Background: an optimization exercise with open tools, aiming at a short achievable clock period and few clock cycles per item. Do not read the settings as production practice.
Function was not checked in any run shown here: the RTL went through the layout flow alone.
Power and IR drop assume default switching activity.

### design/flow/config.mk
export PLATFORM = sky130hd
export DESIGN_NAME = draw_fpv
export DESIGN_NICKNAME = draw_fpv
export VERILOG_FILES = /design/flow/design.v
export SDC_FILE = /design/flow/constraint.sdc
export NUM_CORES = 4
export LEC_CHECK = 0
export ABC_CLOCK_PERIOD_IN_PS = 1800
export CAP_MARGIN = 20
export CORE_MARGIN = 2
export CORE_UTILIZATION = 40
export PLACE_DENSITY = 0.6
export SETUP_SLACK_MARGIN = 2.7
export SLEW_MARGIN = 20
export SYNTH_MEMORY_MAX_BITS = 16384
### design/flow/constraint.sdc
create_clock -name core_clock -period 4.5 [get_ports {clock}]
set_input_delay 0.9000 -clock core_clock [delete_from_list [all_inputs] [get_ports {clock}]]
set_output_delay 0.9000 -clock core_clock [all_outputs]
set_load 0.01 [all_outputs]
### design/flow/design.v
module coordinate_to_grid(coord_x, coord_y, grid_x, grid_y);
    input [13:0] coord_x;
    input [12:0] coord_y;
    output [5:0] grid_x;
    output [4:0] grid_y;
    assign grid_x = coord_x[13:8];
    assign grid_y = coord_y[12:8];
endmodule
module bytian_to_vector(r, px, py, nx, ny, w0, w1);
    input [5:0] r;
    output reg [6:0] px, py, nx, ny;
    output reg w0, w1;
    always @(*) begin
        case (r)
        6'd0: begin px = 7'h00; py = 7'h32; nx = 7'h00; ny = 7'h4e; w0 = 1'b0; w1 = 1'b1; end
        6'd1: begin px = 7'h01; py = 7'h31; nx = 7'h7f; ny = 7'h4f; w0 = 1'b0; w1 = 1'b1; end
        6'd2: begin px = 7'h02; py = 7'h31; nx = 7'h7e; ny = 7'h4f; w0 = 1'b0; w1 = 1'b1; end
        6'd3: begin px = 7'h03; py = 7'h31; nx = 7'h7d; ny = 7'h4f; w0 = 1'b0; w1 = 1'b1; end
        6'd4: begin px = 7'h04; py = 7'h31; nx = 7'h7c; ny = 7'h4f; w0 = 1'b0; w1 = 1'b1; end
        6'd5: begin px = 7'h06; py = 7'h31; nx = 7'h7a; ny = 7'h4f; w0 = 1'b0; w1 = 1'b1; end
        6'd6: begin px = 7'h07; py = 7'h31; nx = 7'h79; ny = 7'h4f; w0 = 1'b0; w1 = 1'b1; end
        6'd7: begin px = 7'h08; py = 7'h31; nx = 7'h78; ny = 7'h4f; w0 = 1'b0; w1 = 1'b1; end
        6'd8: begin px = 7'h09; py = 7'h31; nx = 7'h77; ny = 7'h4f; w0 = 1'b0; w1 = 1'b1; end
        6'd9: begin px = 7'h0a; py = 7'h30; nx = 7'h76; ny = 7'h50; w0 = 1'b0; w1 = 1'b1; end
        6'd10: begin px = 7'h0c; py = 7'h30; nx = 7'h74; ny = 7'h50; w0 = 1'b0; w1 = 1'b1; end
        6'd11: begin px = 7'h0d; py = 7'h30; nx = 7'h73; ny = 7'h50; w0 = 1'b0; w1 = 1'b1; end
        6'd12: begin px = 7'h0e; py = 7'h2f; nx = 7'h72; ny = 7'h51; w0 = 1'b0; w1 = 1'b1; end
        6'd13: begin px = 7'h0f; py = 7'h2f; nx = 7'h71; ny = 7'h51; w0 = 1'b0; w1 = 1'b1; end
        6'd14: begin px = 7'h10; py = 7'h2f; nx = 7'h70; ny = 7'h51; w0 = 1'b0; w1 = 1'b1; end
        6'd15: begin px = 7'h11; py = 7'h2e; nx = 7'h6f; ny = 7'h52; w0 = 1'b0; w1 = 1'b1; end
        6'd16: begin px = 7'h13; py = 7'h2e; nx = 7'h6d; ny = 7'h52; w0 = 1'b0; w1 = 1'b1; end
        6'd17: begin px = 7'h14; py = 7'h2d; nx = 7'h6c; ny = 7'h53; w0 = 1'b0; w1 = 1'b1; end
        6'd18: begin px = 7'h15; py = 7'h2d; nx = 7'h6b; ny = 7'h53; w0 = 1'b0; w1 = 1'b1; end
        6'd19: begin px = 7'h16; py = 7'h2c; nx = 7'h6a; ny = 7'h54; w0 = 1'b0; w1 = 1'b1; end
        6'd20: begin px = 7'h17; py = 7'h2c; nx = 7'h69; ny = 7'h54; w0 = 1'b0; w1 = 1'b1; end
        6'd21: begin px = 7'h18; py = 7'h2b; nx = 7'h68; ny = 7'h55; w0 = 1'b0; w1 = 1'b1; end
        6'd22: begin px = 7'h19; py = 7'h2a; nx = 7'h67; ny = 7'h56; w0 = 1'b0; w1 = 1'b1; end
        6'd23: begin px = 7'h1a; py = 7'h2a; nx = 7'h66; ny = 7'h56; w0 = 1'b0; w1 = 1'b1; end
        6'd24: begin px = 7'h1b; py = 7'h29; nx = 7'h65; ny = 7'h57; w0 = 1'b0; w1 = 1'b1; end
        6'd25: begin px = 7'h1c; py = 7'h28; nx = 7'h64; ny = 7'h58; w0 = 1'b0; w1 = 1'b1; end
        6'd26: begin px = 7'h1d; py = 7'h28; nx = 7'h63; ny = 7'h58; w0 = 1'b0; w1 = 1'b1; end
        6'd27: begin px = 7'h1e; py = 7'h27; nx = 7'h62; ny = 7'h59; w0 = 1'b0; w1 = 1'b1; end
        6'd28: begin px = 7'h1f; py = 7'h26; nx = 7'h61; ny = 7'h5a; w0 = 1'b0; w1 = 1'b1; end
        6'd29: begin px = 7'h20; py = 7'h25; nx = 7'h60; ny = 7'h5b; w0 = 1'b0; w1 = 1'b1; end
        6'd30: begin px = 7'h21; py = 7'h25; nx = 7'h5f; ny = 7'h5b; w0 = 1'b0; w1 = 1'b1; end
        6'd31: begin px = 7'h22; py = 7'h24; nx = 7'h5e; ny = 7'h5c; w0 = 1'b0; w1 = 1'b1; end
        6'd32: begin px = 7'h23; py = 7'h23; nx = 7'h5d; ny = 7'h5d; w0 = 1'b0; w1 = 1'b0; end
        6'd33: begin px = 7'h24; py = 7'h22; nx = 7'h5c; ny = 7'h5e; w0 = 1'b1; w1 = 1'b0; end
        6'd34: begin px = 7'h25; py = 7'h21; nx = 7'h5b; ny = 7'h5f; w0 = 1'b1; w1 = 1'b0; end
        6'd35: begin px = 7'h25; py = 7'h20; nx = 7'h5b; ny = 7'h60; w0 = 1'b1; w1 = 1'b0; end
        6'd36: begin px = 7'h26; py = 7'h1f; nx = 7'h5a; ny = 7'h61; w0 = 1'b1; w1 = 1'b0; end
        6'd37: begin px = 7'h27; py = 7'h1e; nx = 7'h59; ny = 7'h62; w0 = 1'b1; w1 = 1'b0; end
        6'd38: begin px = 7'h28; py = 7'h1d; nx = 7'h58; ny = 7'h63; w0 = 1'b1; w1 = 1'b0; end
        6'd39: begin px = 7'h28; py = 7'h1c; nx = 7'h58; ny = 7'h64; w0 = 1'b1; w1 = 1'b0; end
        6'd40: begin px = 7'h29; py = 7'h1b; nx = 7'h57; ny = 7'h65; w0 = 1'b1; w1 = 1'b0; end
        6'd41: begin px = 7'h2a; py = 7'h1a; nx = 7'h56; ny = 7'h66; w0 = 1'b1; w1 = 1'b0; end
        6'd42: begin px = 7'h2a; py = 7'h19; nx = 7'h56; ny = 7'h67; w0 = 1'b1; w1 = 1'b0; end
        6'd43: begin px = 7'h2b; py = 7'h18; nx = 7'h55; ny = 7'h68; w0 = 1'b1; w1 = 1'b0; end
        6'd44: begin px = 7'h2c; py = 7'h17; nx = 7'h54; ny = 7'h69; w0 = 1'b1; w1 = 1'b0; end
        6'd45: begin px = 7'h2c; py = 7'h16; nx = 7'h54; ny = 7'h6a; w0 = 1'b1; w1 = 1'b0; end
        6'd46: begin px = 7'h2d; py = 7'h15; nx = 7'h53; ny = 7'h6b; w0 = 1'b1; w1 = 1'b0; end
        6'd47: begin px = 7'h2d; py = 7'h14; nx = 7'h53; ny = 7'h6c; w0 = 1'b1; w1 = 1'b0; end
        6'd48: begin px = 7'h2e; py = 7'h13; nx = 7'h52; ny = 7'h6d; w0 = 1'b1; w1 = 1'b0; end
        6'd49: begin px = 7'h2e; py = 7'h11; nx = 7'h52; ny = 7'h6f; w0 = 1'b1; w1 = 1'b0; end
        6'd50: begin px = 7'h2f; py = 7'h10; nx = 7'h51; ny = 7'h70; w0 = 1'b1; w1 = 1'b0; end
        6'd51: begin px = 7'h2f; py = 7'h0f; nx = 7'h51; ny = 7'h71; w0 = 1'b1; w1 = 1'b0; end
        6'd52: begin px = 7'h2f; py = 7'h0e; nx = 7'h51; ny = 7'h72; w0 = 1'b1; w1 = 1'b0; end
        6'd53: begin px = 7'h30; py = 7'h0d; nx = 7'h50; ny = 7'h73; w0 = 1'b1; w1 = 1'b0; end
        6'd54: begin px = 7'h30; py = 7'h0c; nx = 7'h50; ny = 7'h74; w0 = 1'b1; w1 = 1'b0; end
        6'd55: begin px = 7'h30; py = 7'h0a; nx = 7'h50; ny = 7'h76; w0 = 1'b1; w1 = 1'b0; end
        6'd56: begin px = 7'h31; py = 7'h09; nx = 7'h4f; ny = 7'h77; w0 = 1'b1; w1 = 1'b0; end
        6'd57: begin px = 7'h31; py = 7'h08; nx = 7'h4f; ny = 7'h78; w0 = 1'b1; w1 = 1'b0; end
        6'd58: begin px = 7'h31; py = 7'h07; nx = 7'h4f; ny = 7'h79; w0 = 1'b1; w1 = 1'b0; end
        6'd59: begin px = 7'h31; py = 7'h06; nx = 7'h4f; ny = 7'h7a; w0 = 1'b1; w1 = 1'b0; end
        6'd60: begin px = 7'h31; py = 7'h04; nx = 7'h4f; ny = 7'h7c; w0 = 1'b1; w1 = 1'b0; end
        6'd61: begin px = 7'h31; py = 7'h03; nx = 7'h4f; ny = 7'h7d; w0 = 1'b1; w1 = 1'b0; end
        6'd62: begin px = 7'h31; py = 7'h02; nx = 7'h4f; ny = 7'h7e; w0 = 1'b1; w1 = 1'b0; end
        6'd63: begin px = 7'h31; py = 7'h01; nx = 7'h4f; ny = 7'h7f; w0 = 1'b1; w1 = 1'b0; end
        default: begin px = 7'h00; py = 7'h00; nx = 7'h00; ny = 7'h00; w0 = 1'b0; w1 = 1'b0; end
        endcase
    end
endmodule
module raytracer(clock, reset,
                 start, pos_x, pos_y, angle,
                 grid_x, grid_y, grid_out,
                 room, push, push_cell, push_vert);
    input clock;
    input reset;
    input start;
    input [13:0] pos_x;
    input [12:0] pos_y;
    input [7:0] angle;
    output [5:0] grid_x;
    output [4:0] grid_y;
    input [2:0] grid_out;
    input room;                  
    output push;                 
    output [2:0] push_cell;      
    output push_vert;            
    reg [13:0] p0x;
    reg [12:0] p0y;
    reg running;
    reg [6:0] ncols;             
    reg okr;                     
    reg [7:0] an;
    reg [6:0] rx, ry, rnx, rny;
    reg rw0, rw1;
    wire [6:0] rom_x, rom_y, rom_nx, rom_ny;
    wire rom_w0, rom_w1;
    bytian_to_vector btv0 (.r(an[5:0]), .px(rom_x), .py(rom_y), .nx(rom_nx), .ny(rom_ny),
                           .w0(rom_w0), .w1(rom_w1));
    reg [6:0] ndx, ndy;
    reg nwide;
    always @(*) begin
        case (an[7:6])
            2'd0: begin ndx = rx;  ndy = ry;  end
            2'd1: begin ndx = ry;  ndy = rnx; end
            2'd2: begin ndx = rnx; ndy = rny; end
            default: begin ndx = rny; ndy = rx; end
        endcase
        nwide = an[6] ? rw1 : rw0;
    end
    reg act;                     
    reg [6:0] dx, dy;
    reg wide;
    reg [13:0] px;
    reg [12:0] py;
    reg [5:0] ptx;               
    reg [4:0] pty;
    reg rv;
    reg [2:0] gq;
    reg exq, eyq;
    wire [5:0] tx;
    wire [4:0] ty;
    coordinate_to_grid ctg0 (.coord_x(px), .coord_y(py), .grid_x(tx), .grid_y(ty));
    assign grid_x = tx;
    assign grid_y = ty;
    wire [8:0] sumx = {1'b0, px[7:0]} + {1'b0, dx[6], dx};
    wire [8:0] sumy = {1'b0, py[7:0]} + {1'b0, dy[6], dy};
    wire [7:0] nlx = sumx[7:0];
    wire [7:0] nly = sumy[7:0];
    wire [5:0] tx_inc = tx + 6'd1;
    wire [5:0] tx_dec = tx - 6'd1;
    wire [4:0] ty_inc = ty + 5'd1;
    wire [4:0] ty_dec = ty - 5'd1;
    wire [5:0] nhx = (sumx[8] == dx[6]) ? tx : (sumx[8] ? tx_inc : tx_dec);
    wire [4:0] nhy = (sumy[8] == dy[6]) ? ty : (sumy[8] ? ty_inc : ty_dec);
    wire hit = rv & (gq != 3'd0);
    wire cstart = okr & (~act | hit);
    assign push = hit;
    assign push_cell = gq;
    assign push_vert = (exq & ~eyq) | (wide & ~(exq ^ eyq));
    always @(posedge clock) begin
        rx <= rom_x;
        ry <= rom_y;
        rnx <= rom_nx;
        rny <= rom_ny;
        rw0 <= rom_w0;
        rw1 <= rom_w1;
        gq <= grid_out;
        exq <= tx != ptx;
        eyq <= ty != pty;
        if (cstart) begin
            px <= p0x;
            py <= p0y;
            ptx <= p0x[13:8];
            pty <= p0y[12:8];
            dx <= ndx;
            dy <= ndy;
            wide <= nwide;
        end
        else begin
            px <= {nhx, nlx};
            py <= {nhy, nly};
            ptx <= tx;
            pty <= ty;
        end
        if (reset) begin
            running <= 1'b0;
            act <= 1'b0;
            rv <= 1'b0;
            okr <= 1'b0;
        end
        else if (start) begin
            p0x <= pos_x;
            p0y <= pos_y;
            an <= angle + 8'd176;
            running <= 1'b1;
            ncols <= 7'd0;
            act <= 1'b0;
            rv <= 1'b0;
            okr <= 1'b0;
        end
        else begin
            if (cstart) begin
                an <= an + 8'd1;
                ncols <= ncols + 7'd1;
            end
            act <= cstart | (act & ~hit);
            rv <= act & ~hit;
            okr <= running & (ncols != 7'd120) & room;
        end
    end
endmodule
module draw_vertical_line(clock, reset,
                          start, have, wcell, vert, pop,
                          done, vga_x, vga_y, vga_colour, vga_write);
    input clock;
    input reset;
    input start;
    input have;                  
    input [2:0] wcell;            
    input vert;                  
    output pop;                  
    output reg done;
    output reg [7:0] vga_x;
    output reg [6:0] vga_y;
    output reg [17:0] vga_colour;
    output reg vga_write;
    reg [6:0] wcol;
    reg [6:0] wy;
    wire col_end = wy == 7'd119;
    assign pop = have & col_end;
    always @(posedge clock) begin
        vga_x <= {1'b0, wcol};
        vga_y <= wy;
        if (vert)
            vga_colour <= { {6{wcell[2]}}, {6{wcell[1]}}, {6{wcell[0]}} };
        else
            vga_colour <= { {2{wcell[2]}}, 4'b0, {2{wcell[1]}}, 4'b0, {2{wcell[0]}}, 4'b0 };
        if (reset | start) begin
            wcol <= 7'd0;
            wy <= 7'd0;
            vga_write <= 1'b0;
            done <= 1'b0;
        end
        else begin
            vga_write <= have;
            done <= pop & (wcol == 7'd119);
            if (have) begin
                if (col_end) begin
                    wy <= 7'd0;
                    wcol <= wcol + 7'd1;
                end
                else
                    wy <= wy + 7'd1;
            end
        end
    end
endmodule
module draw_fpv(clock, reset,
                start, done,
                player_pos_x, player_pos_y, player_angle,
                grid_x, grid_y, grid_out,
                vga_x, vga_y, vga_colour, vga_write);
    input clock;
    input reset;
    input start;
    output done;
    input [13:0] player_pos_x;
    input [12:0] player_pos_y;
    input [7:0] player_angle;
    output [5:0] grid_x;
    output [4:0] grid_y;
    input [2:0] grid_out;
    output [7:0] vga_x;
    output [6:0] vga_y;
    output [17:0] vga_colour;
    output vga_write;
    reg [3:0] q [0:7];
    reg [2:0] wp, rp;
    reg [3:0] cnt;
    wire push, pop;
    wire [2:0] push_cell;
    wire push_vert;
    wire room = cnt < 4'd6;
    wire have = cnt != 4'd0;
    wire [3:0] head = q[rp];
    raytracer rt0 (.clock(clock),
                   .reset(reset),
                   .start(start),
                   .pos_x(player_pos_x),
                   .pos_y(player_pos_y),
                   .angle(player_angle),
                   .grid_x(grid_x),
                   .grid_y(grid_y),
                   .grid_out(grid_out),
                   .room(room),
                   .push(push),
                   .push_cell(push_cell),
                   .push_vert(push_vert));
    draw_vertical_line dvl0 (.clock(clock),
                             .reset(reset),
                             .start(start),
                             .have(have),
                             .wcell(head[3:1]),
                             .vert(head[0]),
                             .pop(pop),
                             .done(done),
                             .vga_x(vga_x),
                             .vga_y(vga_y),
                             .vga_colour(vga_colour),
                             .vga_write(vga_write));
    always @(posedge clock) begin
        if (push)
            q[wp] <= {push_cell, push_vert};
        if (reset | start) begin
            wp <= 3'd0;
            rp <= 3'd0;
            cnt <= 4'd0;
        end
        else begin
            if (push)
                wp <= wp + 3'd1;
            if (pop)
                rp <= rp + 3'd1;
            cnt <= cnt + {3'd0, push} - {3'd0, pop};
        end
    end
endmodule
### design/flow/run.sh
#!/bin/bash
# synth_recipe.tcl (not shown) runs the flow's synth.tcl, then flattens the netlist and writes it again
# the make line also repeats each setting of config.mk as NAME=value (left out here)
make -C /OpenROAD-flow-scripts/flow DESIGN_CONFIG=/design/flow/config.mk WORK_HOME=/design/flow/orfs CLKGATE_MAP_FILE= SYNTH_SCRIPT=/design/flow/synth_recipe.tcl finish
==> results.sh, run 1 <==
export IMPL_combinational_share_of_power=0.341
export IMPL_grt_met2_usage=0.2698
export IMPL_synth_nets=995
export IMPL_ff2ff_path_depth=12
export IMPL_die_height_um=161.1
export IMPL_globalRouteTotalUtil=0.1596
export IMPL_final_max_slew_violation_count=0
export IMPL_effective_utilization_at_floorplan=0.4071
export IMPL_final_hold_viol_count=0
export IMPL_route_antenna_remaining_nets=0
export IMPL_drt_pass1_iter_count=6
export IMPL_worstSetupEndpointType="register"
export IMPL_place_congestion=0.7690
export IMPL_setup_tns_final_ps=0
export IMPL_skew_ps=14.41
export IMPL_finalCoreUtilization=0.5517
export IMPL_synth_area_leaders="sky130_fd_sc_hd__edfxtp_1 30%, sky130_fd_sc_hd__dfxtp_1 22%, sky130_fd_sc_hd__ha_1 7.6%, sky130_fd_sc_hd__mux4_2 4.6%, sky130_fd_sc_hd__nand2_1 4.1%"
export IMPL_htree_levels=1
export IMPL_p_seq_frac=0.384
export IMPL_cp_max_fo=5
export IMPL_worstSetupPathType="register to register"
export IMPL_yosys_warnings=4
export IMPL_yosys_register_bits=210
export IMPL_most_common_layout_cells="102 x sky130_fd_sc_hd__nand2_1, 100 x sky130_fd_sc_hd__edfxtp_1, 86 x sky130_fd_sc_hd__dfxtp_1, 80 x sky130_fd_sc_hd__buf_4, 61 x sky130_fd_sc_hd__nor2_1"
export IMPL_global_route_usage_met1=0.2183
export IMPL_global_route_overflow_total=0
export IMPL_avgSynthCellArea_um2=11.10
export IMPL_global_route_usage_met3=0.02363
export IMPL_synth_cells=889
export IMPL_routed_wire_length_um=21700
export IMPL_cp_slowest_cell="sky130_fd_sc_hd__fa_2"
export IMPL_synth_async_reset_ratio=0
export IMPL_dr_first_iter_drc_count=469
export IMPL_min_delay_path_class="register to register"
export IMPL_clk_insertion_delay_late_ps=510
export IMPL_dpl_cell_area_mm2=0.01115
export IMPL_synth_cell_types=59
export IMPL_tritoncts_num_buffers=23
export IMPL_inserted_diodes=0
export IMPL_row_count=57
export IMPL_tightest_slew_ps=584.8
export IMPL_design_final_nets=1160
export IMPL_most_common_cell_after_layout_fill_and_taps_aside="sky130_fd_sc_hd__nand2_1"
export IMPL_cts_reportedPaths_clkPinSlew_ps=60
export IMPL_stdcell_area_mm2=0.01338
export IMPL_grt_pass1_vias=6453
export IMPL_cts_buffer_depth=3
export IMPL_die_width_um=161.1
export IMPL_setup_violations_final=0
export IMPL_seq_area_frac_synth=0.5272
export IMPL_timing_critical_path_cells="ha_2 > fa_2 > a21o_1 > a41oi_2 > and3_4 > or2_4 > fa_2 > a21o_1 > a21oi_2 > xor2_1 > nand2b_1 > o211ai_1"
export IMPL_post_drt_wl_per_cell_um=15.55
export IMPL_drc_errors=0
export IMPL_power_density_mw_per_mm2=476.0
export IMPL_critical_path_startpoint_type="register"
export IMPL_intPower_mw=4.472
export IMPL_post_route_cells_drive_above_1_share=0.3324
export IMPL_timing_max_slew_rel_slack=0.6101
export IMPL_netlist_area_mm2=0.009872
export IMPL_area_growth_synth_to_finish_pct=35.50
export IMPL_min_period_ps=2881
export IMPL_post_synth_top_area_fraction=0.3042
export IMPL_postSynth_topFlopCell="sky130_fd_sc_hd__dfxtp_1"
export IMPL_grt_most_used_layer="met2"
export IMPL_route_vias_total=6990
export IMPL_ios=87
export IMPL_clock_root_buffer_master="sky130_fd_sc_hd__clkbuf_16"
export IMPL_worst_ep_arrival_time_ps=3130
export IMPL_hold_depth=0
export IMPL_synth_largest_area_cell="sky130_fd_sc_hd__edfxtp_1"
export IMPL_fp_dieArea_mm2=0.02595
export IMPL_fmax_mhz=347.1
export IMPL_critPathMaxStageDelay_ps=430
export IMPL_clock_sink_count=210
export IMPL_core_area_mm2=0.02425
export IMPL_tritoncts="built"
export IMPL_holdWs_ps=371.4
export IMPL_global_route_wire_length_before_repair_um=33550
export IMPL_edff_count_synth=100
export IMPL_power_switching_share=0.2977
export IMPL_antenna_found_initial=0
export IMPL_ratio_of_routed_vias_to_standard_cells=5.011
export IMPL_totalPowerFinal_mw=6.368
export IMPL_power_switching_mw=1.895
export IMPL_grt_max_degree=51
export IMPL_outcome="finished clean"
export IMPL_numPortBuffers=85
export IMPL_hpwlAfterDp_um=12510
export IMPL_cp_required_ps=4750
export IMPL_clock_power_share=0.275
export IMPL_power_ir_vdd_worst_mv=0.2642
export IMPL_max_cap_viol_count=0
export IMPL_timing_final_crit_share=0.6402
export IMPL_grt_setup_unrepaired="yes"
export IMPL_power_leakage_nw=5.199
-- power groups by stage --
stage                     logic [mW]  clock network (mW)  registers, mW
after global routing            2.42                1.88           2.47
final                           2.17                1.75           2.44
after detailed placement        1.70                   0           2.56
after CTS                       2.00                1.79           2.45
after floorplan                 1.41                   0           2.50
after global placement          1.68                   0           2.56
-- flip-flops by register name (all words and copies together), names as in the netlist, 5 cells and up, named ones only --
name / count
dvl0.vga_colour: 6
dvl0.vga_x: 7
dvl0.vga_y: 7
dvl0.wcol: 7
dvl0.wy: 7
q: 32
rt0.an: 8
rt0.dx: 7
rt0.dy: 7
rt0.ncols: 7
rt0.p0x: 14
rt0.p0y: 13
rt0.ptx: 6
rt0.pty: 5
rt0.px: 14
rt0.py: 13
rt0.rnx: 7
rt0.rny: 6
rt0.rx: 5
rt0.ry: 5
-- cell families (layout without fill, tap and decap cells) --
group / Yosys count / in the layout / share of synthesized area
other: 1 / 1 / 0.0003799
AOI/OAI and AO/OA: 162 / 162 / 0.1006
DFF: 210 / 210 / 0.5272
adders and majority gates: 65 / 65 / 0.08619
buffers and inverters: 103 / 282 / 0.04943
muxes: 48 / 48 / 0.07541
xor gates and xnor gates: 57 / 57 / 0.05209
and+or+nand+nor: 243 / 246 / 0.1086
-- cell type report --
| type | instances | area (µm²) |
|---|---|---|
| Fill cell | 2067 | 10870 |
| Multi-Input combinational cell | 579 | 4875 |
| Clock buffer | 32 | 649.4 |
| Tap cell | 324 | 405.4 |
| Inverter | 37 | 171.4 |
| Sequential cell | 210 | 5250 |
| Clock inverter | 10 | 63.81 |
| Timing Repair Buffer | 203 | 1962 |
-- synthesized netlist by cell type, types with 2 or more instances --
library cell,number
sky130_fd_sc_hd__or3_1,4
sky130_fd_sc_hd__xor2_1,35
sky130_fd_sc_hd__clkbuf_1,26
sky130_fd_sc_hd__nor2b_1,6
sky130_fd_sc_hd__ha_1,60
sky130_fd_sc_hd__fa_1,5
sky130_fd_sc_hd__inv_1,34
sky130_fd_sc_hd__nor2_1,67
sky130_fd_sc_hd__o21a_1,2
sky130_fd_sc_hd__dfxtp_1,110
sky130_fd_sc_hd__nor4_1,2
sky130_fd_sc_hd__nand2_1,107
sky130_fd_sc_hd__mux2i_1,17
sky130_fd_sc_hd__edfxtp_1,100
sky130_fd_sc_hd__xnor2_1,21
sky130_fd_sc_hd__nand2b_1,6
sky130_fd_sc_hd__buf_2,9
sky130_fd_sc_hd__buf_4,24
sky130_fd_sc_hd__mux4_2,20
sky130_fd_sc_hd__clkinv_1,3
sky130_fd_sc_hd__o211ai_1,12
sky130_fd_sc_hd__or2_2,2
sky130_fd_sc_hd__a311oi_1,2
sky130_fd_sc_hd__a31oi_1,4
sky130_fd_sc_hd__o21ai_0,57
sky130_fd_sc_hd__and3_1,5
sky130_fd_sc_hd__a211oi_1,7
sky130_fd_sc_hd__nor3_1,17
sky130_fd_sc_hd__buf_1,7
sky130_fd_sc_hd__nand4_1,5
sky130_fd_sc_hd__a21o_1,9
sky130_fd_sc_hd__a221oi_1,3
sky130_fd_sc_hd__a21oi_1,47
sky130_fd_sc_hd__o21bai_1,3
sky130_fd_sc_hd__nand3_1,17
sky130_fd_sc_hd__mux2_2,11
-- critical path: cells and delay by family (launching register included) --
kind	cells	cell delay, ps
adders and majority gates	3	830
AOI/OAI and AO/OA	5	680
and+or+nand+nor	3	600
DFF	1	330
xor gates and xnor gates	1	200
-- per-layer routing --
metal / wire, µm / part of all wire
met2: 10640 / 0.49
met3: 971 / 0.045
met1: 9741 / 0.45
met4: 342 / 0.016
met5: 0 / 0
-- per-stage QoR --
stage / instances / setup WS, ps
2_1_floorplan: 889 / 1601
3_3_place_gp: 1241 / 1392
3_5_place_dp: 1241 / 1369
4_1_cts: 1356 / 1576
5_1_grt: 1395 / 1450
6_report: 1395 / 1619
-- path summary, 6_finish.rpt --
check / startpoint / slack (ps) / to
worst min register to register: dvl0.wcol[5] / 370 / dvl0.vga_x[5]
worst max register to register: rt0.dy[0] / 1620 / rt0.py[12]
worst max-delay path: rt0.dy[0] / 1620 / rt0.py[12]
worst min-delay path: dvl0.wcol[5] / 370 / dvl0.vga_x[5]
-- repair_timing --
action	CTS	global route
setup buffers	69	36
resized for setup	274	84
hold buffers	0	0
pin swaps	29	33
endpoints found under the setup margin	229	148
gates cloned	4	3
==> run 2: changes to the inputs <==
--- a/design/flow/design.v
+++ b/design/flow/design.v
@@ -211,3 +211,3 @@
     input have;                  
-    input [2:0] wcell;            
+    input [2:0] wcell;           
     input vert;                  
@@ -221,3 +221,4 @@
     reg [6:0] wy;
-    wire col_end = wy == 7'd119;
+    reg col_end;                 
+    reg last_col;                
     assign pop = have & col_end;
@@ -233,2 +234,4 @@
             wy <= 7'd0;
+            col_end <= 1'b0;
+            last_col <= 1'b0;
             vga_write <= 1'b0;
@@ -238,3 +241,3 @@
             vga_write <= have;
-            done <= pop & (wcol == 7'd119);
+            done <= pop & last_col;
             if (have) begin
@@ -242,6 +245,10 @@
                     wy <= 7'd0;
+                    col_end <= 1'b0;
                     wcol <= wcol + 7'd1;
+                    last_col <= wcol == 7'd118;
                 end
-                else
+                else begin
                     wy <= wy + 7'd1;
+                    col_end <= wy == 7'd118;
+                end
             end
@@ -271,3 +278,3 @@
     reg [2:0] wp, rp;
-    reg [3:0] cnt;
+    reg [7:0] occ;               
     wire push, pop;
@@ -275,4 +282,4 @@
     wire push_vert;
-    wire room = cnt < 4'd6;
-    wire have = cnt != 4'd0;
+    wire room = ~occ[5];
+    wire have = occ[0];
     wire [3:0] head = q[rp];
@@ -309,3 +316,3 @@
             rp <= 3'd0;
-            cnt <= 4'd0;
+            occ <= 8'd0;
         end
@@ -316,3 +323,6 @@
                 rp <= rp + 3'd1;
-            cnt <= cnt + {3'd0, push} - {3'd0, pop};
+            if (push & ~pop)
+                occ <= {occ[6:0], 1'b1};
+            else if (pop & ~push)
+                occ <= {1'b0, occ[7:1]};
         end
==> run 2 against run 1 <==
Still clean on timing, DRC and antenna. Design area down 1.9%. Via count down 0.62%. Die area up 1.7%. Synthesized cell count up 3.0%.
==> results.sh, run 2 <==
export IMPL_synth_nets=1020
export IMPL_cp_required_ps=4870
export IMPL_cts_buffer_depth=3
export IMPL_cts_hold_buffers=0
export IMPL_timing_reg2reg_setup_slack_ps=1550
export IMPL_critical_path_startpoint_type="register"
export IMPL_drc_errors=0
export IMPL_dr_first_iter_drc_count=394
export IMPL_worstSetupEndpoint="rt0.px[13]"
export IMPL_effective_utilization_at_floorplan=0.4104
export IMPL_synth_largest_area_cell="sky130_fd_sc_hd__edfxtp_1"
export IMPL_holdWs_ps=376.3
export IMPL_final_max_slew_violation_count=0
export IMPL_seq_area_frac_synth=0.5304
export IMPL_route_antenna_remaining_nets=0
export IMPL_global_route_wire_length_before_repair_um=34490
export IMPL_netlist_area_mm2=0.01004
export IMPL_outcome="finished clean"
export IMPL_setup_tns_final_ps=0
export IMPL_synth_async_reset_ratio=0
export IMPL_yosys_warnings=4
export IMPL_synth_xor_area_frac=0.04948
export IMPL_timing_final_crit_share=0.6562
export IMPL_fp_dieArea_mm2=0.02638
export IMPL_clock_sink_count=216
export IMPL_clk_insertion_delay_late_ps=520
export IMPL_synth_area_in_compound_gates=0.1073
export IMPL_grt_max_degree=56
export IMPL_worst_r2r_endpoint="rt0.px[13]"
export IMPL_antenna_found_initial=0
export IMPL_setup_violations_final=0
export IMPL_synth_simple_gate_area_share=0.1118
export IMPL_clock_root_buffer_master="sky130_fd_sc_hd__clkbuf_16"
export IMPL_crit_reg2reg_launch="rt0.dx[0]"
export IMPL_finalCoreUtilization=0.5362
export IMPL_row_count=57
export IMPL_grt_setup_unrepaired="yes"
export IMPL_tritoncts_num_buffers=24
export IMPL_numPortBuffers=85
export IMPL_largest_registers_in_the_final_layout="q: 32 flops, rt0.p0x: 14 flops, rt0.px: 14 flops"
export IMPL_tightest_slew_ps=564.7
export IMPL_inserted_diodes=0
export IMPL_die_height_um=162.4
export IMPL_timing_hold_worst_start="dvl0.wcol[6]"
export IMPL_cts_reportedPaths_clkPinSlew_ps=60
export IMPL_die_width_um=162.4
export IMPL_worstSetupPathType="register to register"
export IMPL_synth_cell_types=54
export IMPL_critical_path_startpoint="rt0.dx[0]"
export IMPL_synth_top_family_by_area="simple AND/OR/NAND/NOR gates"
export IMPL_design_final_nets=1148
export IMPL_post_drt_wl_per_cell_um=15.43
export IMPL_ratio_of_routed_vias_to_standard_cells=5.012
export IMPL_yosys_register_bits=216
export IMPL_synth_area_leaders="sky130_fd_sc_hd__edfxtp_1 30%, sky130_fd_sc_hd__dfxtp_1 23%, sky130_fd_sc_hd__ha_1 7.4%, sky130_fd_sc_hd__mux4_2 4.7%, sky130_fd_sc_hd__nand2_1 4.0%"
export IMPL_core_area_mm2=0.02446
export IMPL_timing_max_slew_rel_slack=0.6235
export IMPL_globalRouteTotalUtil=0.1607
export IMPL_cp_slowest_cell="sky130_fd_sc_hd__edfxtp_1"
export IMPL_drt_pass1_iter_count=5
export IMPL_area_growth_synth_to_finish_pct=30.65
export IMPL_hpwlAfterDp_um=13120
export IMPL_avgSynthCellArea_um2=10.96
export IMPL_min_delay_path_class="register to register"
export IMPL_critPathMaxStageDelay_ps=400
export IMPL_power_ir_vdd_worst_mv=0.3121
export IMPL_htree_levels=1
export IMPL_final_hold_viol_count=0
export IMPL_postSynth_topFlopCell="sky130_fd_sc_hd__dfxtp_1"
export IMPL_most_common_layout_cells="101 x sky130_fd_sc_hd__nand2_1, 100 x sky130_fd_sc_hd__edfxtp_1, 98 x sky130_fd_sc_hd__dfxtp_1, 78 x sky130_fd_sc_hd__nor2_1"
export IMPL_max_cap_viol_count=0
export IMPL_synth_top_cells_by_count="116 x sky130_fd_sc_hd__dfxtp_1, 106 x sky130_fd_sc_hd__nand2_1, 100 x sky130_fd_sc_hd__edfxtp_1"
export IMPL_routed_wire_length_um=21390
export IMPL_tritoncts="built"
export IMPL_worst_ep_arrival_time_ps=3320
export IMPL_totalPowerFinal_mw=6.611
export IMPL_most_common_cell_after_layout_fill_and_taps_aside="sky130_fd_sc_hd__nand2_1"
export IMPL_grt_pass1_vias=6863
export IMPL_power_density_mw_per_mm2=504.1
export IMPL_edff_count_synth=100
export IMPL_cp_max_fo=5
export IMPL_global_route_overflow_total=0
export IMPL_synth_cells=916
export IMPL_worstSetupEndpointType="register"
export IMPL_skew_ps=18.72
export IMPL_ios=87
export IMPL_min_period_ps=2953
export IMPL_timing_critical_path_cells="ha_4 > fa_2 > a211oi_4 > nor4b_4 > a2111oi_4 > buf_4 > ha_4 > a211oi_2 > o21bai_1 > a21oi_1 > xor3_1 > a21oi_1"
export IMPL_fmax_mhz=338.7
export IMPL_synth_adder_area_share=0.08151
export IMPL_ff2ff_path_depth=12
export IMPL_post_synth_top_count_cell="sky130_fd_sc_hd__dfxtp_1"
export IMPL_post_synth_top_area_fraction=0.2991
export IMPL_top_register="q"
export IMPL_route_vias_total=6947
export IMPL_place_congestion=0.7855
export IMPL_post_route_cells_drive_above_1_share=0.2919
export IMPL_power_leakage_nw=4.989
export IMPL_largest_register_ff_count=32
export IMPL_synthMuxAreaShare=0.07291
-- run 2: cell count changes in the layout (fill, tap and decap cells not counted), moves of 5 or more --
cell                      delta
sky130_fd_sc_hd__buf_6       -5
sky130_fd_sc_hd__buf_4      -28
sky130_fd_sc_hd__a21oi_1    +12
sky130_fd_sc_hd__ha_1        +5
sky130_fd_sc_hd__a21oi_2     +5
sky130_fd_sc_hd__dfxtp_1    +12
sky130_fd_sc_hd__nor2_1     +17
sky130_fd_sc_hd__ha_4        -7
sky130_fd_sc_hd__dfxtp_4     -5
-- run 2: power by group --
group | switching, mW | internal (mW)
logic | 1.09 | 1.15
clock network | 0.772 | 1.09
registers | 0.117 | 2.39
total | 1.98 | 4.63
-- run 2: cell families after synthesis --
logic type,Yosys count
simple gates,260
flops,216
compound gates,178
buf+inv,97
fa+ha+maj,63
xor+xnor,55
mux,46
other cells,1
-- run 2: cell type report --
class	instances	area (µm²)
tap	324	405.4
clock inverter	9	63.81
clock buffer	35	704.4
multi-input combinational	605	4882
inverter	30	132.6
fill	2068	11350
timing repair buffer	167	1578
sequential	216	5350
-- run 2: worst min path at each step --
stage,end,cells past startpoint
2_1_floorplan,dvl0.vga_y[6],0
3_3_place_gp,dvl0.vga_x[6],0
3_5_place_dp,dvl0.vga_y[6],0
4_1_cts,dvl0.vga_y[6],0
5_1_grt,dvl0.vga_x[6],0
6_report,dvl0.vga_x[6],0
-- run 2: repair_timing --
action	4_1_cts	5_1_grt
resized for setup	271	84
endpoints found under the setup margin	216	145
buffers inserted	62	12
pin swaps	33	25
gates cloned	2	1
-- run 2: worst max-delay path, delay by kind of cell, from the launching register on --
kind	cells	cell delay, ps
buffers and inverters	1	200
xor gates and xnor gates	1	230
DFF	1	400
and+or+nand+nor	1	80
adders and majority gates	3	790
AOI/OAI and AO/OA	6	1100
-- run 2: through the flow --
| step | area, µm² | instances | setup WS (ps) |
|---|---|---|---|
| after floorplan | 10300 | 916 | 1601 |
| after global placement | 11190 | 1265 | 1397 |
| after detailed placement | 11190 | 1265 | 1326 |
| after CTS | 12670 | 1373 | 1486 |
| after global routing | 13120 | 1386 | 1380 |
| final | 13120 | 1386 | 1547 |
-- run 2: per-layer routing --
metal	track usage	up-vias	wire (µm)
met3	0.02979	39	1155
met1	0.2097	3290	9484
li1	-	3469	-
met2	0.2741	149	10210
met4	0.04586	0	534
met5	0	-	0
==> run 3: changes to the inputs <==
--- a/design/flow/design.v
+++ b/design/flow/design.v
@@ -8,2 +8,30 @@
 endmodule
+module ks_adder(a, b, sum, cout);
+    parameter W = 8;
+    input [W-1:0] a, b;
+    output [W-1:0] sum;
+    output cout;
+    localparam L = $clog2(W);
+    wire [W-1:0] g [0:L];
+    wire [W-1:0] p [0:L];
+    assign g[0] = a & b;
+    assign p[0] = a ^ b;
+    genvar i, k;
+    generate
+        for (k = 0; k < L; k = k + 1) begin : lvl
+            for (i = 0; i < W; i = i + 1) begin : bi
+                if (i >= (1 << k)) begin : comb
+                    assign g[k+1][i] = g[k][i] | (p[k][i] & g[k][i - (1 << k)]);
+                    assign p[k+1][i] = p[k][i] & p[k][i - (1 << k)];
+                end
+                else begin : thru
+                    assign g[k+1][i] = g[k][i];
+                    assign p[k+1][i] = p[k][i];
+                end
+            end
+        end
+    endgenerate
+    assign sum = p[0] ^ {g[L][W-2:0], 1'b0};
+    assign cout = g[L][W-1];
+endmodule
 module bytian_to_vector(r, px, py, nx, ny, w0, w1);
@@ -137,12 +165,7 @@
     assign grid_y = ty;
-    wire [8:0] sumx = {1'b0, px[7:0]} + {1'b0, dx[6], dx};
-    wire [8:0] sumy = {1'b0, py[7:0]} + {1'b0, dy[6], dy};
-    wire [7:0] nlx = sumx[7:0];
-    wire [7:0] nly = sumy[7:0];
-    wire [5:0] tx_inc = tx + 6'd1;
-    wire [5:0] tx_dec = tx - 6'd1;
-    wire [4:0] ty_inc = ty + 5'd1;
-    wire [4:0] ty_dec = ty - 5'd1;
-    wire [5:0] nhx = (sumx[8] == dx[6]) ? tx : (sumx[8] ? tx_inc : tx_dec);
-    wire [4:0] nhy = (sumy[8] == dy[6]) ? ty : (sumy[8] ? ty_inc : ty_dec);
+    wire [13:0] nx;
+    wire [12:0] ny;
+    wire ncx, ncy;
+    ks_adder #(.W(14)) addx (.a(px), .b({{7{dx[6]}}, dx}), .sum(nx), .cout(ncx));
+    ks_adder #(.W(13)) addy (.a(py), .b({{6{dy[6]}}, dy}), .sum(ny), .cout(ncy));
     wire hit = rv & (gq != 3'd0);
@@ -172,4 +195,4 @@
         else begin
-            px <= {nhx, nlx};
-            py <= {nhy, nly};
+            px <= nx;
+            py <= ny;
             ptx <= tx;
==> run 3 against run 2 <==
Area after synthesis is 1.3% higher. Clock power is 7% higher. Utilization is 0.46 points higher. Total power is 1.7% higher. Critical path depth is 5 lower. Sequential power hardly changed. Register-to-register slack better by 990 ps. Die area is 1.3% higher. Global-route usage is 0.54 points higher. Clock-buffer cell count is 8 lower. Via count is 6.9% higher. Synthesized cell count is 5.0% higher. Critical path type unchanged. Critical endpoint is now rt0.px[8]. Largest cell class unchanged.
==> results.sh, run 3 <==
export IMPL_outcome="finished clean"
export IMPL_die_height_um=163.5
export IMPL_post_drt_wl_per_cell_um=15.55
export IMPL_synth_nets=1063
export IMPL_setup_tns_final_ps=0
export IMPL_area_growth_synth_to_finish_pct=33.51
export IMPL_top_register="q"
export IMPL_ff2ff_path_depth=7
export IMPL_largest_registers_in_the_final_layout="q: 32 flops, rt0.p0x: 14 flops, rt0.px: 14 flops"
export IMPL_synth_largest_area_cell="sky130_fd_sc_hd__edfxtp_1"
export IMPL_globalRouteTotalUtil=0.1662
export IMPL_power_leakage_nw=5.152
export IMPL_grt_pass1_vias=7109
export IMPL_grt_setup_unrepaired="yes"
export IMPL_worstSetupPathType="register to register"
export IMPL_hpwlAfterDp_um=13640
export IMPL_most_common_cell_after_layout_fill_and_taps_aside="sky130_fd_sc_hd__nand2_1"
export IMPL_tritoncts="built"
export IMPL_fp_dieArea_mm2=0.02672
export IMPL_clk_insertion_delay_late_ps=520
export IMPL_combinational_share_of_power=0.332
export IMPL_drc_errors=0
export IMPL_synth_cell_types=63
export IMPL_post_synth_top_count_cell="sky130_fd_sc_hd__dfxtp_1"
export IMPL_postSynth_topFlopCell="sky130_fd_sc_hd__dfxtp_1"
export IMPL_die_width_um=163.5
export IMPL_p_seq_frac=0.369
export IMPL_stdcell_area_mm2=0.01358
export IMPL_cts_hold_buffers=0
export IMPL_timing_reg2reg_setup_slack_ps=2530
export IMPL_timing_final_crit_share=0.4370
export IMPL_synth_cells=962
export IMPL_timing_hold_worst_start="dvl0.wcol[5]"
export IMPL_effective_utilization_at_floorplan=0.4051
export IMPL_timing_max_slew_rel_slack=0.5787
export IMPL_min_period_ps=1966
export IMPL_worst_r2r_endpoint="rt0.px[8]"
export IMPL_critical_path_startpoint_type="register"
export IMPL_numPortBuffers=85
export IMPL_yosys_warnings=6
export IMPL_power_switching_share=0.2950
export IMPL_global_route_wire_length_before_repair_um=35960
export IMPL_power_density_mw_per_mm2=495.1
export IMPL_holdWs_ps=379.3
export IMPL_final_max_slew_violation_count=0
export IMPL_dpl_cell_area_mm2=0.01122
export IMPL_power_switching_mw=1.983
export IMPL_crit_reg2reg_launch="rt0.dx[0]"
export IMPL_intPower_mw=4.740
export IMPL_tritoncts_num_buffers=24
export IMPL_clock_sink_count=216
export IMPL_min_delay_path_class="register to register"
export IMPL_htree_levels=1
export IMPL_most_common_layout_cells="102 x sky130_fd_sc_hd__nand2_1, 99 x sky130_fd_sc_hd__dfxtp_1, 89 x sky130_fd_sc_hd__edfxtp_1, 80 x sky130_fd_sc_hd__nor2_1, 70 x sky130_fd_sc_hd__buf_4"
export IMPL_cts_buffer_depth=3
export IMPL_final_hold_viol_count=0
export IMPL_fmax_mhz=508.6
export IMPL_route_vias_total=7428
export IMPL_netlist_area_mm2=0.01017
export IMPL_worstHoldEndpoint="dvl0.vga_x[5]"
export IMPL_worstSetupEndpointType="register"
export IMPL_setup_violations_final=0
export IMPL_ios=87
export IMPL_power_ir_vdd_worst_mv=0.3127
export IMPL_max_cap_viol_count=0
export IMPL_nFillCells=2179
export IMPL_post_route_cells_drive_above_1_share=0.3020
export IMPL_design_final_nets=1199
export IMPL_tightest_slew_ps=632.0
export IMPL_hold_depth=0
export IMPL_ratio_of_routed_vias_to_standard_cells=5.137
export IMPL_skew_ps=22.98
export IMPL_edff_count_synth=89
export IMPL_antenna_found_initial=1
export IMPL_clock_power_share=0.300
export IMPL_cp_max_fo=3
export IMPL_grt_max_degree=48
export IMPL_final_setup_worst_slack_ps=2534
export IMPL_routed_wire_length_um=22490
export IMPL_core_area_mm2=0.02511
export IMPL_synth_area_leaders="sky130_fd_sc_hd__edfxtp_1 26%, sky130_fd_sc_hd__dfxtp_1 25%, sky130_fd_sc_hd__ha_1 7.1%, sky130_fd_sc_hd__mux4_2 4.4%, sky130_fd_sc_hd__nand2_1 3.9%"
export IMPL_finalCoreUtilization=0.5408
export IMPL_largest_register_ff_count=32
export IMPL_global_route_overflow_total=0
export IMPL_inserted_diodes=0
export IMPL_synth_top_cells_by_count="127 x sky130_fd_sc_hd__dfxtp_1, 105 x sky130_fd_sc_hd__nand2_1, 89 x sky130_fd_sc_hd__edfxtp_1"
export IMPL_worst_ep_arrival_time_ps=2360
export IMPL_avgSynthCellArea_um2=10.57
export IMPL_drt_pass1_iter_count=5
export IMPL_clock_root_buffer_master="sky130_fd_sc_hd__clkbuf_16"
export IMPL_post_synth_top_area_fraction=0.2628
export IMPL_cts_reportedPaths_clkPinSlew_ps=60
export IMPL_yosys_register_bits=216
export IMPL_dr_first_iter_drc_count=320
export IMPL_place_congestion=0.8129
export IMPL_route_antenna_remaining_nets=0
export IMPL_synth_async_reset_ratio=0
export IMPL_row_count=58
export IMPL_cp_required_ps=4890
export IMPL_preCtsSetupSlack_ps=1635
export IMPL_seq_area_frac_synth=0.5127
## run 3: layout make-up
| cell class | instances | area (µm²) | share of cell area |
|---|---|---|---|
| clock inverter | 17 | 201.4 | 0.01483 |
| timing repair inverter | 2 | 12.51 | 0.0009214 |
| timing repair buffer | 180 | 1728 | 0.1272 |
| tap | 330 | 412.9 | 0.03041 |
| inverter | 27 | 130.1 | 0.009583 |
| multi-input combinational | 647 | 5190 | 0.3822 |
| sequential | 216 | 5283 | 0.3890 |
| clock buffer | 27 | 621.8 | 0.04579 |
## run 3: power by group through the flow
stage          logic [mW]  registers, mW  clock network, mW
6_report             2.23           2.48               2.01
5_1_grt              2.45           2.50               2.16
4_1_cts              2.00           2.48               2.08
3_5_place_dp         1.51           2.52                  0
3_3_place_gp         1.50           2.52                  0
2_1_floorplan        1.25           2.47                  0
## run 3: cells by family (layout without fill, tap and decap cells)
logic type,after synthesis,in the layout,share of synthesized area
AO/OA/AOI/OAI,200,200,0.1236
XOR/XNOR,48,48,0.04133
flip-flops,216,216,0.5127
buffers and inverters,100,253,0.04675
AND/OR/NAND/NOR,288,289,0.1262
other,1,1,0.0003687
adder cells (fa/ha/maj),60,60,0.07529
multiplexers,49,49,0.07369
## run 3: timing repair
| action | 4_1_cts | 5_1_grt |
|---|---|---|
| setup buffers | 61 | 26 |
| pin swaps | 27 | 39 |
| endpoints found under the setup margin | 206 | 150 |
| gates cloned | 3 | 1 |
| gates resized for setup | 325 | 86 |
## run 3: critical path, stage by stage (launching register included)
cell	delay, ps
sky130_fd_sc_hd__edfxtp_1	420
sky130_fd_sc_hd__ha_4	200
sky130_fd_sc_hd__fa_2	390
sky130_fd_sc_hd__a211oi_4	290
sky130_fd_sc_hd__o21ai_2	130
sky130_fd_sc_hd__a31oi_1	170
sky130_fd_sc_hd__xor2_1	170
sky130_fd_sc_hd__o21ai_0	80
## run 3: how the worst max path moves through the flow
stage	start	to	depth (start not counted)
finish	rt0.dx[0]	rt0.px[8]	7
global route	rt0.dx[0]	rt0.px[8]	7
CTS	dvl0.vga_colour[12]	vga_colour[12]	1
detailed placement	start	rt0.p0y[0]	3
global placement	start	rt0.p0x[13]	3
floorplan	start	rt0.p0x[0]	2
## run 3: layer usage
metal	part of all wire	track usage	wire length [µm]	vias to the layer above
met2	0.47	0.2699	10470	149
li1	-	-	-	3722
met5	0.00053	0	12	-
met3	0.041	0.02666	928	36
met1	0.47	0.2284	10580	3519
met4	0.022	0.05144	495	2
## run 3: through the flow
stage	total power, mW	instances
after global placement	4.013	1311
final	6.723	1446
after floorplan	3.718	962
after CTS	6.549	1419
after detailed placement	4.036	1311
after global routing	7.111	1446

re-timing with driven ports:
No port has a modelled driver above. Below, the same layouts with a new extraction and two added sets of constraints. Step 1 sets driving cells, clkbuf_16 on the clock port and buf_2 on the other inputs (assumed; they add their load-dependent delay and slew). Step 2, shift: input delay + t, output delay - t, t = (earliest + latest rising clock arrival at the registers) / 2. This alone moves slack from input paths to output paths. a / b / c = ideal / step 1 / step 2; a / b = the first two.
run	t, ns	setup slack, ns	hold WS [ns]
run 1	0.554	1.619 / 1.619 / 1.619	0.371 / 0.371 / 0.371
run 2	0.553	1.547 / 1.547 / 1.547	0.376 / 0.376 / 0.376
run 3	0.561	2.534 / 2.534 / 2.211	0.379 / 0.379 / 0.379
After both steps every run listed still meets setup and hold. The setup slack of run 3, which loses most, moves by 0.000 ns with the drivers and by -0.323 ns with both steps.
